This is an optimization exercise on Yosys and OpenROAD, whose aim is small area, a short achievable clock period and few clock cycles per item, not a production implementation.
RTL that was checked went through simulation tests only; none was proved equivalent to the original.

pepper:
## multipli
module multipli
#(parameter int N = 32)
(
	input  logic                        CLOCK,
	input  logic                        RESET,
	input  logic                        START,
	input  logic signed [N-1:0]         A,B,
	output logic signed [2*N-1:0]       S,
	output logic                        END_MULT
);
Size: about 130 I/O pins, roughly 0.011 sq mm of cells after synthesis.
export LEC_CHECK = 0
export ABC_AREA = 1
export CAP_MARGIN = 20
export CORE_MARGIN = 2
export CORE_UTILIZATION = 40
export SETUP_SLACK_MARGIN = 1.0
export SLEW_MARGIN = 20
create_clock -name core_clock -period 5.0 [get_ports {CLOCK}]
standard.sh (not shown) runs the stock make flow with config.mk's settings and CLKGATE_MAP_FILE= SYNTH_SCRIPT=/design/flow/synth_recipe.tcl, a recipe that flattens the netlist after the stock synthesis.
==> flow/flow/run.sh <==
#!/bin/bash
# Layout flow: the standard flow (standard.sh) with two changes.
# 1. The port buffers that global placement inserts are made from
#    sky130_fd_sc_hd__buf_1 instead of the default pick; the resizer upsizes
#    them where timing or slew needs it.
# 2. After the standard synthesis, flow/fixinv.py removes inverters around
#    the full-adder cells (an adder with all inputs and outputs complemented
#    is the same adder) and swaps gates for their complements where that
#    saves an inverter. Registers are not touched.
# Each tool's output goes to a log of its own in this folder.
set -e
export BUFFER_PORTS_ARGS="-buffer_cell sky130_fd_sc_hd__buf_1"
RES=orfs/results/sky130hd/multipli/base
OR=$(command -v openroad || echo /OpenROAD-flow-scripts/tools/install/OpenROAD/bin/openroad)
bash standard.sh synth > synth.log 2>&1
cp $RES/1_synth.odb $RES/1_synth_std.odb
"$OR" -python -no_init flow/fixinv.py $RES/1_synth_std.odb $RES/1_synth.odb > fixinv.log 2>&1
bash standard.sh > standard.log 2>&1
Other scripts of this flow, unchanged in this note and not shown: flow/flow/fixinv.py
Testbench counts of pepper, summed over its fixed seeds: cycles 7,992, items 1,600.
#### Input delta (xenon over pepper)
--- a/flow/design.v
+++ b/flow/design.v
@@ -8,50 +8,40 @@
 	output logic signed [2*N-1:0]       S,
 	output logic                        END_MULT
 );
 logic [1:0] COUNT;
 logic [40:0] X, Y;
 logic [23:0] LO;
 logic XB;
 logic go, first, last;
 logic [0:0] NF;     
 assign go    = START & ~END_MULT;
 assign first = ~NF[0];
 assign last  = (COUNT == 2'd3);
-logic [8:0] aa, al;
-assign aa = {A[7:0], 1'b0};
-assign al = {LO[7:0], XB};
-logic [3:0] oneA, twoA, ngA, oneL, twoL, ngL;
-always_comb begin
-    for (int i = 0; i < 4; i++) begin
-        oneA[i] = aa[2*i] ^ aa[2*i+1];
-        twoA[i] = (aa[2*i+2] & ~aa[2*i+1] & ~aa[2*i]) | (~aa[2*i+2] & aa[2*i+1] & aa[2*i]);
-        ngA[i]  = aa[2*i+2] & ~(aa[2*i+1] & aa[2*i]);
-        oneL[i] = al[2*i] ^ al[2*i+1];
-        twoL[i] = (al[2*i+2] & ~al[2*i+1] & ~al[2*i]) | (~al[2*i+2] & al[2*i+1] & al[2*i]);
-        ngL[i]  = al[2*i+2] & ~(al[2*i+1] & al[2*i]);
-    end
-end
-logic [3:0] one [1], two [1], ng [1];
+logic [8:0] ab [1];
 always_comb
-    for (int k = 0; k < 1; k++) begin
-        one[k] = NF[k] ? oneL : oneA;
-        two[k] = NF[k] ? twoL : twoA;
-        ng[k]  = NF[k] ? ngL : ngA;
-    end
+    for (int k = 0; k < 1; k++)
+        ab[k] = NF[k] ? {LO[7:0], XB} : {A[7:0], 1'b0};
+logic [3:0] one [1], two [1], ng [1];
 logic [32:0] m [4];
 logic [32:0] Bl, Bh;
 assign Bl = {B[31], B};
 assign Bh = {B, 1'b0};
 always_comb begin
+    for (int k = 0; k < 1; k++)
+        for (int i = 0; i < 4; i++) begin
+            one[k][i] = ab[k][2*i] ^ ab[k][2*i+1];
+            two[k][i] = (ab[k][2*i+2] & ~ab[k][2*i+1] & ~ab[k][2*i]) | (~ab[k][2*i+2] & ab[k][2*i+1] & ab[k][2*i]);
+            ng[k][i]  = ab[k][2*i+2] & ~(ab[k][2*i+1] & ab[k][2*i]);
+        end
     for (int i = 0; i < 4; i++)
         for (int j = 0; j < 33; j++) begin
             int k;
             k = j * 1 / 33;
             m[i][j] = ((one[k][i] & Bl[j]) | (two[k][i] & Bh[j])) ^ ng[k][i];
         end
 end
 logic fa_p0, fa_g0;
 assign fa_p0 = X[0] ^ Y[0];
 assign fa_g0 = X[0] & Y[0];
 logic fa_p1, fa_g1;
 assign fa_p1 = X[1] ^ Y[1];
Results
From pepper to xenon the numbers moved as follows: growth of design area from synthesis to finish has increased; final worst-path cycle share held steady; final design instance area without fill went up about 1.5%; non-clock buffer count increased by 13 relative to the old numbers; setup skew after layout has increased.
pepper reports its cell with the largest stage delay on the worst path as sky130_fd_sc_hd__edfxtp_1 while xenon reports sky130_fd_sc_hd__dfrtp_4.
After synthesis and placement, the instance count of xenon is above that of pepper.
xenon has met1 routing resource usage after global routing below what pepper had.
Register fraction of the total cell area was lower in xenon than in pepper.
On data arrival at the endpoint of the critical path: between pepper and xenon, it ends up lower for pepper.
Changes observed in xenon relative to pepper: post-detailed-route wirelength per cell rose 0.49 um; worst setup timing slack at the placement stage fell 0.093 ns; die area rose about 0.9%.
Testbench counts of xenon, summed over its fixed seeds: cycles 7,992, items 1,600.

Another version of the RTL of multipli (not shown whole).
Size: roughly 1200 cells after synthesis, ~130 I/O pins, ~11000 um^2 of cells after synthesis.
clock: 5.0 ns
lec_check: 0
abc_area: 1
cap_margin: 20
core_margin: 2
core_utilization: 40
setup_slack_margin: 1.3
slew_margin: 20
Scripts as last shown in full above: flow/flow/run.sh
Other scripts of this flow, unchanged in this note and not shown: flow/flow/fixinv.py
Then changed:
--- a/flow/design.v
+++ b/flow/design.v
@@ -9,48 +9,38 @@
 	output logic                        END_MULT
 );
 logic [1:0] COUNT;
 logic [40:0] X, Y;
 logic [23:0] LO;
 logic XB;
 logic go, first, last;
-logic [1:0] NF;     
+logic [0:0] NF;     
 assign go    = START & ~END_MULT;
 assign first = ~NF[0];
 assign last  = (COUNT == 2'd3);
-logic [8:0] aa, al;
-assign aa = {A[7:0], 1'b0};
-assign al = {LO[7:0], XB};
-logic [3:0] oneA, twoA, ngA, oneL, twoL, ngL;
-always_comb begin
-    for (int i = 0; i < 4; i++) begin
-        oneA[i] = aa[2*i] ^ aa[2*i+1];
-        twoA[i] = (aa[2*i+2] & ~aa[2*i+1] & ~aa[2*i]) | (~aa[2*i+2] & aa[2*i+1] & aa[2*i]);
-        ngA[i]  = aa[2*i+2] & ~(aa[2*i+1] & aa[2*i]);
-        oneL[i] = al[2*i] ^ al[2*i+1];
-        twoL[i] = (al[2*i+2] & ~al[2*i+1] & ~al[2*i]) | (~al[2*i+2] & al[2*i+1] & al[2*i]);
-        ngL[i]  = al[2*i+2] & ~(al[2*i+1] & al[2*i]);
-    end
-end
-logic [3:0] one [2], two [2], ng [2];
+logic [8:0] ab [1];
 always_comb
-    for (int k = 0; k < 2; k++) begin
-        one[k] = NF[k] ? oneL : oneA;
-        two[k] = NF[k] ? twoL : twoA;
-        ng[k]  = NF[k] ? ngL : ngA;
-    end
+    for (int k = 0; k < 1; k++)
+        ab[k] = NF[k] ? {LO[7:0], XB} : {A[7:0], 1'b0};
+logic [3:0] one [1], two [1], ng [1];
 logic [32:0] m [4];
 logic [32:0] Bl, Bh;
 assign Bl = {B[31], B};
 assign Bh = {B, 1'b0};
 always_comb begin
+    for (int k = 0; k < 1; k++)
+        for (int i = 0; i < 4; i++) begin
+            one[k][i] = ab[k][2*i] ^ ab[k][2*i+1];
+            two[k][i] = (ab[k][2*i+2] & ~ab[k][2*i+1] & ~ab[k][2*i]) | (~ab[k][2*i+2] & ab[k][2*i+1] & ab[k][2*i]);
+            ng[k][i]  = ab[k][2*i+2] & ~(ab[k][2*i+1] & ab[k][2*i]);
+        end
     for (int i = 0; i < 4; i++)
         for (int j = 0; j < 33; j++) begin
             int k;
-            k = j * 2 / 33;
+            k = j * 1 / 33;
             m[i][j] = ((one[k][i] & Bl[j]) | (two[k][i] & Bh[j])) ^ ng[k][i];
         end
 end
 logic fa_p0, fa_g0;
 assign fa_p0 = X[0] ^ Y[0];
 assign fa_g0 = X[0] & Y[0];
 logic fa_p1, fa_g1;
@@ -969,15 +959,15 @@
         END_MULT <= 1'b0;
         COUNT    <= '0;
         NF       <= '0;
     end else begin
         if (go) begin
             COUNT    <= last ? '0 : COUNT + 1'b1;
             END_MULT <= last;
-            NF       <= {2{~last}};
+            NF       <= {1{~last}};
         end else if (!START) begin
             END_MULT <= 1'b0;
         end
     end
 end
 always_ff @(posedge CLOCK) begin
     if (!END_MULT) begin
The changed run passed the timing, DRC and antenna checks. Design area is higher by 1.7%. Cell count is about the same. Setup slack gets worse by 0.030 ns. Via count is higher by 0.64%. Non-clock buffer count is higher by 5. Clock-buffer cell count stays the same. Die area is higher by 0.89%. Wire length is higher by 4.9%. Area after synthesis is higher by 0.91%. First-iteration DRC count is higher by 6.4%. Worst hold slack gets worse by 0.0082 ns. Register-to-register slack gets worse by 0.09 ns.
Testbench counts after the change, summed over its fixed seeds: cycles 7,992, items 1,600.
The RTL of the first run of this note was laid out without a check of its function.

-- re-timing with driven ports --
Ports are ideal in the flow. The routed layouts listed here were re-timed in OpenROAD.
Step 1: set_driving_cell puts a clkbuf_16 on CLOCK and a buf_2 on each other input, an assumption about the parent block.
Step 2 adds t to the input delays and takes it off the output delays; t is the mean of the earliest and latest rising clock arrival at the registers after step 1. Input paths then give back, and output paths get back, about the clock's delay inside the block.
Slacks: ideal ports / drivers / drivers and shift; pairs: ideal ports / drivers.
run	shift t [ns]	slack for setup (ns)	slew at the worst register clock pin (ns)
pepper	0.417	1.097 / 1.050 / 0.800	0.09 / 0.09
xenon	0.411	1.092 / 1.092 / 0.792	0.09 / 0.09
the first run of note 2	0.402	1.372 / 1.324 / 1.004	0.08 / 0.08
the second run of note 2	0.409	1.341 / 1.348 / 0.952	0.09 / 0.09
After both steps setup and hold are still met in every run listed. The setup slack of the second run of note 2, which loses most, moves by +0.007 ns with the drivers and by -0.389 ns with both steps.
